Background: an optimization exercise with open tools, aiming at small area, a short achievable clock period and few clock cycles per item. Do not read the settings as production practice.
Only simulation tests tie the RTL to the original design; equivalence was not proved.
Power and IR drop assume default switching activity.

## flow/design.v (module list and top-level ports; edited modules follow where they fit)
// module input_buffer: 29 lines
// module weight_buffer: 36 lines
// module conv2d_core: 1310 lines
// module relu: 6 lines
// module max_pool: 7 lines
// module cnn_accel: 160 lines
module cnn_accel (
    input  logic        clk,
    input  logic        rst,
    input  logic        wr_en,
    input  logic        wr_sel,      
    input  logic [5:0]  wr_addr,
    input  logic [7:0]  wr_data,
    input  logic        start,
    output logic        ready,
    output logic        out_valid,
    output logic [15:0] out_data
);
  // ...
==> flow/run.sh <==
#!/bin/bash
# synth_recipe.tcl (not shown) runs the flow's synth.tcl, then flattens the netlist and writes it again
# the make line also repeats each setting of config.mk as NAME=value (left out here)
make -C /OpenROAD-flow-scripts/flow DESIGN_CONFIG=/design/flow/config.mk WORK_HOME=/design/flow/orfs CLKGATE_MAP_FILE= SYNTH_SCRIPT=/design/flow/synth_recipe.tcl finish
==> flow/config.mk <==
export PLATFORM = sky130hd
export DESIGN_NAME = cnn_accel
export DESIGN_NICKNAME = cnn_accel
export VERILOG_FILES = /design/flow/design.v
export SDC_FILE = /design/flow/constraint.sdc
export NUM_CORES = 4
export LEC_CHECK = 0
export CAP_MARGIN = 20
export CORE_MARGIN = 2
export CORE_UTILIZATION = 40
export SLEW_MARGIN = 20
==> flow/constraint.sdc <==
create_clock -name core_clock -period 10.0 [get_ports {clk}]
set_input_delay 2.0000 -clock core_clock [delete_from_list [all_inputs] [get_ports {clk}]]
set_output_delay 2.0000 -clock core_clock [all_outputs]
set_load 0.01 [all_outputs]
==> out/metrics.yaml, run 1 <==
yosys_warnings: 7
die_y_um: 351.8
synth-main-ff-cell: "dfxtp_1"
synth_simple_gate_area_share_pct: 7.903
layout.area.seq_um2: 23090
wl_per_cell_um: 19.98
ctsRootBufferMaster: "clkbuf_16"
critPathKind: "flop to flop"
dr.pass1.iters: 5
multi_input_comb_area_um2: 22530
cts_buffers: 100
wl_met3_mm: 5.317
final_core_util_pct: 44.44
crit_end: "u_conv.acc1_c[4]"
power-top-group: "combinational cells"
yosysMostFrequentCell: "dfxtp_1"
seqPwrFrac_pct: 37.6
n_sequential_cell: 1010
maxCapViolCount: 0
seq_share_pct: 43.31
whs_path_depth: 0
final_cells: 5675
cts_tree: "done"
timing.rr.start: "u_conv.p_00[4]"
synth_top_family_by_area: "adder cells"
synth_edf_count: 270
crit_chain: "a22oi_1 -> xnor2_1 -> fa_1 -> inv_1 -> fa_1 -> inv_1 -> fa_1 -> inv_1 -> fa_1 -> inv_1 -> fa_1"
viasPerCell: 5.010
dr_total_vias: 28430
synthesis.nets: 4579
final.period_utilization_pct: 45.21
maxSlewViolCount: 0
buffers: 76
grt_pass1_vias: 28950
status: "no timing/DRC/antenna violations"
met2_usage_pct: 30.50
inverters: 473
n_fill_cell: 11040
syn-cell-area_um2: 48400
power.sequential.total_mw: 5.86
syn_avg_cell_area_um2: 11.85
met2_wirelength_mm: 53.86
clkTransAtPathRegs_ns: 0.06
pwr-share-clk_pct: 23.5
synth_xor_area_share_pct: 6.750
Testbench counts, summed over its fixed seeds: cycles 7,576, frames 96.
==> run 2: changes to the inputs <==
==> flow/flow/run.sh (new file) <==
#!/bin/bash
# The standard layout, with the timing repair aiming at a 3 ns period
# (setup margin 7 ns on the design's 10 ns clock) on the worst paths only.
set -euo pipefail
bash standard.sh SETUP_SLACK_MARGIN=7 TNS_END_PERCENT=0 finish > flow_make.log 2>&1
==> flow/standard.sh (new file) <==
#!/bin/bash
# synth_recipe.tcl (not shown) runs the flow's synth.tcl, then flattens the netlist and writes it again
# the make line also repeats each setting of config.mk as NAME=value (left out here)
make -C /OpenROAD-flow-scripts/flow DESIGN_CONFIG=/design/flow/config.mk WORK_HOME=/design/flow/orfs CLKGATE_MAP_FILE= SYNTH_SCRIPT=/design/flow/synth_recipe.tcl "${@:-finish}"
removed: flow/run.sh
==> run 2 against run 1 <==
  * Still clean
  * Clock-buffer cell count decreased by 18
  * Sequential power about the same
  * Total power increased by 2.9%
  * Maximum frequency increased by 26%
  * Die area unchanged
  * Wire length increased by 5.5%
  * Combinational power increased by 3%
  * Final cell count increased by 3.2%
  * Final area increased by 4.8%
  * Worst setup slack improved by 0.93 ns
  * Critical path type unchanged
==> out/metrics.yaml, run 2 <==
synthesis.nets: 4579  # unchanged
crit_required_ns: 10.65  # was 10.53 ns
portBuffers: 35  # unchanged
h-tree-depth: 3  # unchanged
diodes: 0  # unchanged
numClockSinks: 1010  # unchanged
final_cells: 5855  # was 5675
p_leak_nw: 22.33  # was 21.07 nW
grtUsageMet3_pct: 3.217  # was 2.500%
ir_drop_mv: 0.1686  # was 0.1710 mV
final_core_util_pct: 46.58  # was 44.44%
final.period_utilization_pct: 35.92  # was 45.21%
cts_buffers: 102  # was 100
grt_pass1_vias: 29370  # was 28950
dp_cells: 5488  # was 5493
clockBufferDepth: 3  # unchanged
synth.yosys.seq_area_share_pct: 47.70  # unchanged
syn-cell-area_um2: 48400  # unchanged
maxCapViolCount: 0  # unchanged
hold_path.class: "flop to flop"  # unchanged
pin_count: 37  # unchanged
total_power_mw: 16.05  # was 15.60 mW
maxSlewViolCount: 0  # unchanged
hold_violations: 0  # unchanged
syn_inst: 4086  # unchanged
top_regs: "u_ibuf.ring x512, u_wbuf.buffer x72"  # unchanged
drive_gt1_share_pct: 14.33  # was 6.695%
yosysTopAreaCell: "dfxtp_1"  # unchanged
busiest_layer: "met2"  # unchanged
setup-violations-final: 0  # unchanged
pre_cts_ws_ns: 5.946  # was 5.569 ns
grt_overflow: 0  # unchanged
slew_headroom_pct: 28.40  # was 19.50%
timing.rr.start: "u_wbuf.dg_one[6]"  # was u_conv.p_00[4]
coreArea_um2: 120000  # unchanged
globalRouteMet1Util_pct: 26.64  # was 25.58%
ys_seq_elements: 1010  # unchanged
area_growth_pct: 15.46  # was 10.16%
antenna_found_initial: 0  # was 3
synth_cell_type_count: 75  # unchanged
rrSetupSlack_ns: 6.41  # was 5.48 ns
hpwl_mm: 80.05  # was 80.90 mm
core.rowCount: 127  # unchanged
cp_max_fo: 8  # was 24
critPathKind: "flop to flop"  # unchanged
grt_max_degree: 103  # was 107
yosysMostFrequentCell: "dfxtp_1"  # unchanged
grt_pass1_wl_mm: 182.6  # was 176.3 mm
postRouteAntennaNets: 0  # unchanged
min_period_ns: 3.592  # was 4.521 ns
reg2reg_depth: 11  # unchanged
viasPerCell: 5.020  # was 5.010
holdCritStartpoint: "u_ibuf.ring[35][2]"  # was u_ibuf.ring[37][1]
cp_data_arrival_time_ns: 4.24  # was 5.05 ns
drt_drc_violations_left: 0  # unchanged
die_x_um: 351.8  # unchanged
drtIter0Drc: 2187  # was 1996
initial_utilization_pct: 40.34  # unchanged
n_fill_cell: 10810  # was 11040
synth_top_cell_area_share_pct: 29.28  # unchanged
cpMaxStageDelayCell: "edfxtp_1"  # was dfxtp_1
clock.fmax_ghz: 0.2784  # was 0.2212 GHz
wirelength_mm: 119.7  # was 113.4 mm
dr.pass1.iters: 8  # was 5
tns_ns: 0  # unchanged
rsz0062_at_grt: "yes"  # was no
min_to: "u_ibuf.ring[34][2]"  # was u_ibuf.ring[36][1]
gp_congestion: 0.8836  # was 0.8816
start_kind: "flop"  # unchanged
synth_edf_count: 270  # unchanged
whs_path_depth: 0  # unchanged
ctsRootBufferMaster: "clkbuf_16"  # unchanged
die_area_um2: 123800  # unchanged
ys_async_sr_fraction_pct: 3.168  # unchanged
grt_usage_pct: 19.50  # was 18.65%
final_nets: 4646  # was 4477
largest_register: "u_ibuf.ring"  # unchanged
synth-main-ff-cell: "dfxtp_1"  # unchanged
cts_tree: "done"  # unchanged
dr_total_vias: 29390  # was 28430
wl_per_cell_um: 20.44  # was 19.98 um
setup_slack_ns: 6.408  # was 5.479 ns
largest_register_ffs: 512  # unchanged
status: "no timing/DRC/antenna violations"  # unchanged
end_kind: "flop"  # unchanged
rr_endpoint: "u_conv.acc1_c[4]"  # unchanged
syn_avg_cell_area_um2: 11.85  # unchanged
clock_latency_ns: 0.70  # was 0.69 ns
ys_top_cells_by_area: "dfxtp_1 29%, edfxtp_1 17%, fa_1 14%"  # unchanged
yosys_warnings: 7  # unchanged
slowest_delay_ns: 0.56  # was 1.11 ns
clkTransAtPathRegs_ns: 0.07  # was 0.06 ns
mostFrequentLayoutCells: "689 x dfxtp_1, 470 x inv_1, 305 x nor2b_1"  # was 708 x dfxtp_1, 472 x inv_1, 331 x fa_1
met2_usage_pct: 31.74  # was 30.50%
fin_skew_ns: 0.05616  # was 0.04841 ns
worstMarginPinSlew_ns: 1.067  # was 1.206 ns
crit_chain: "nand2_2 -> xnor2_2 -> fa_1 -> inv_1 -> fa_1 -> inv_1 -> fa_1 -> inv_1 -> fa_1 -> inv_1 -> fa_2"  # was a22oi_1 -> xnor2_1 -> fa_1 -> inv_1 -> fa_1 -> inv_1 -> fa_1 -> inv_1 -> fa_1 -> inv_1 -> fa_1
die_y_um: 351.8  # unchanged
ys_top_cells_by_count: "708 x dfxtp_1, 472 x inv_1, 331 x fa_1, 306 x nor2b_1"  # unchanged
p_per_area_nw_per_um2: 287.2  # was 292.6 nW/um2
final_common_cell: "dfxtp_1"  # unchanged
run 2: cell count changes in the layout (fill, tap and decap cells not counted), sizes merged:
cell / change
bufbuf: +1
clkinvlp: +4
clkbuf: -18
dlygate4sd2: +17
bufinv: +8
inv: +4
clkdlybuf4s50: -17
clkinv: +15
buf: +166
run 2: worst max path at each step:
stage / from / endpoint / depth (start not counted)
after floorplan: u_wbuf.dg_one[5] / u_conv.acc1_c[4] / 12
after global routing: u_wbuf.dg_one[12] / u_conv.acc0_c[9] / 11
final: u_wbuf.dg_one[6] / u_conv.acc1_c[4] / 11
after CTS: u_wbuf.dg_one[6] / u_conv.acc1_c[11] / 10
after detailed placement: r[2] / t_data[7] / 7
after global placement: u_conv.p_10[6] / u_conv.acc0_c[8] / 10
run 2: cell families (layout without fill, tap and decap cells):
kind of cell / after synthesis / in the layout / share of synthesized area, %
flops: 1010 / 1010 / 47.70
buf+inv: 753 / 910 / 5.868
simple gates: 650 / 650 / 7.903
compound gates: 496 / 496 / 7.143
fa+ha+maj: 482 / 482 / 17.55
xor+xnor: 373 / 373 / 6.750
mux: 321 / 321 / 7.073
other cells: 1 / 1 / 0.007748
run 2: timing repair:
item | in CTS | in global routing
endpoints found under the setup margin | 431 | 442
gates resized for setup | 109 | 25
gates cloned | 2 | 0
hold buffers | 0 | 0
setup buffers | 129 | 42
pin swaps | 25 | 25
run 2: layout make-up:
type | instances | area, um2 | share of cell area (%)
well taps | 1612 | 2017 | 3.609
inverters | 473 | 1779 | 3.184
multi-input cells | 2323 | 23080 | 41.30
flip-flops and latches | 1010 | 23150 | 41.42
clock buffers | 139 | 2884 | 5.161
repair buffers | 243 | 2290 | 4.098
clock inverters | 55 | 688.2 | 1.232
run 2: worst max-delay path: cells and delay by family (launching register included):
| kind | cells | cell delay, ns |
|---|---|---|
| adder cells (fa/ha/maj) | 5 | 2.48 |
| XOR/XNOR | 1 | 0.16 |
| AND/OR/NAND/NOR | 1 | 0.12 |
| flip-flops | 1 | 0.56 |
| buffers and inverters | 4 | 0.21 |
run 2: stage by stage:
| stage | cell area, um2 | hold WS [ns] |
|---|---|---|
| floorplan | 49130 | 0.3096 |
| global placement | 50260 | 0.3095 |
| detailed placement | 50260 | 0.3121 |
| CTS | 55320 | 0.3201 |
| global route | 55880 | 0.3211 |
| finish | 55880 | 0.3188 |
run 2: power breakdown:
part	switching [mW]	internal, mW
logic	3.70	2.54
clock network	1.65	2.31
registers	0.510	5.34
run 2: layer usage:
layer  up-vias  share of wire (%)
met5         -                  0
met1     14720                 45
met3       208                5.5
li1      13600                  -
met4         0                2.9
met2       866                 47

static timing again, ports no longer ideal:
How much do the figures lean on ideal ports? The routed layouts below were timed once more, with nothing changed but the port constraints. Step 1, drivers: a clkbuf_16 drives clk and a buf_2 each remaining input, both assumed. Step 2 moves the port delays by t, midway between the first and last clock arrival at a register: inputs arrive t later, outputs are due t later. That takes back most of the time a late clock gives input paths. Slacks: no drivers / after step 1 / after step 2; pairs: no drivers / after step 1.
| run | t (ns) | setup slack, ns | worst setup path at the end | worst slew at a driven data input, ns | cell pins on the clock port's net |
|---|---|---|---|---|---|
| run 1 | 0.746 | 5.479 / 5.479 / 5.479 | register to register | 0.05 | 1 |
| run 2 | 0.743 | 6.408 / 6.408 / 6.408 | register to register | 0.05 | 1 |
After both steps every run listed still meets setup and hold.
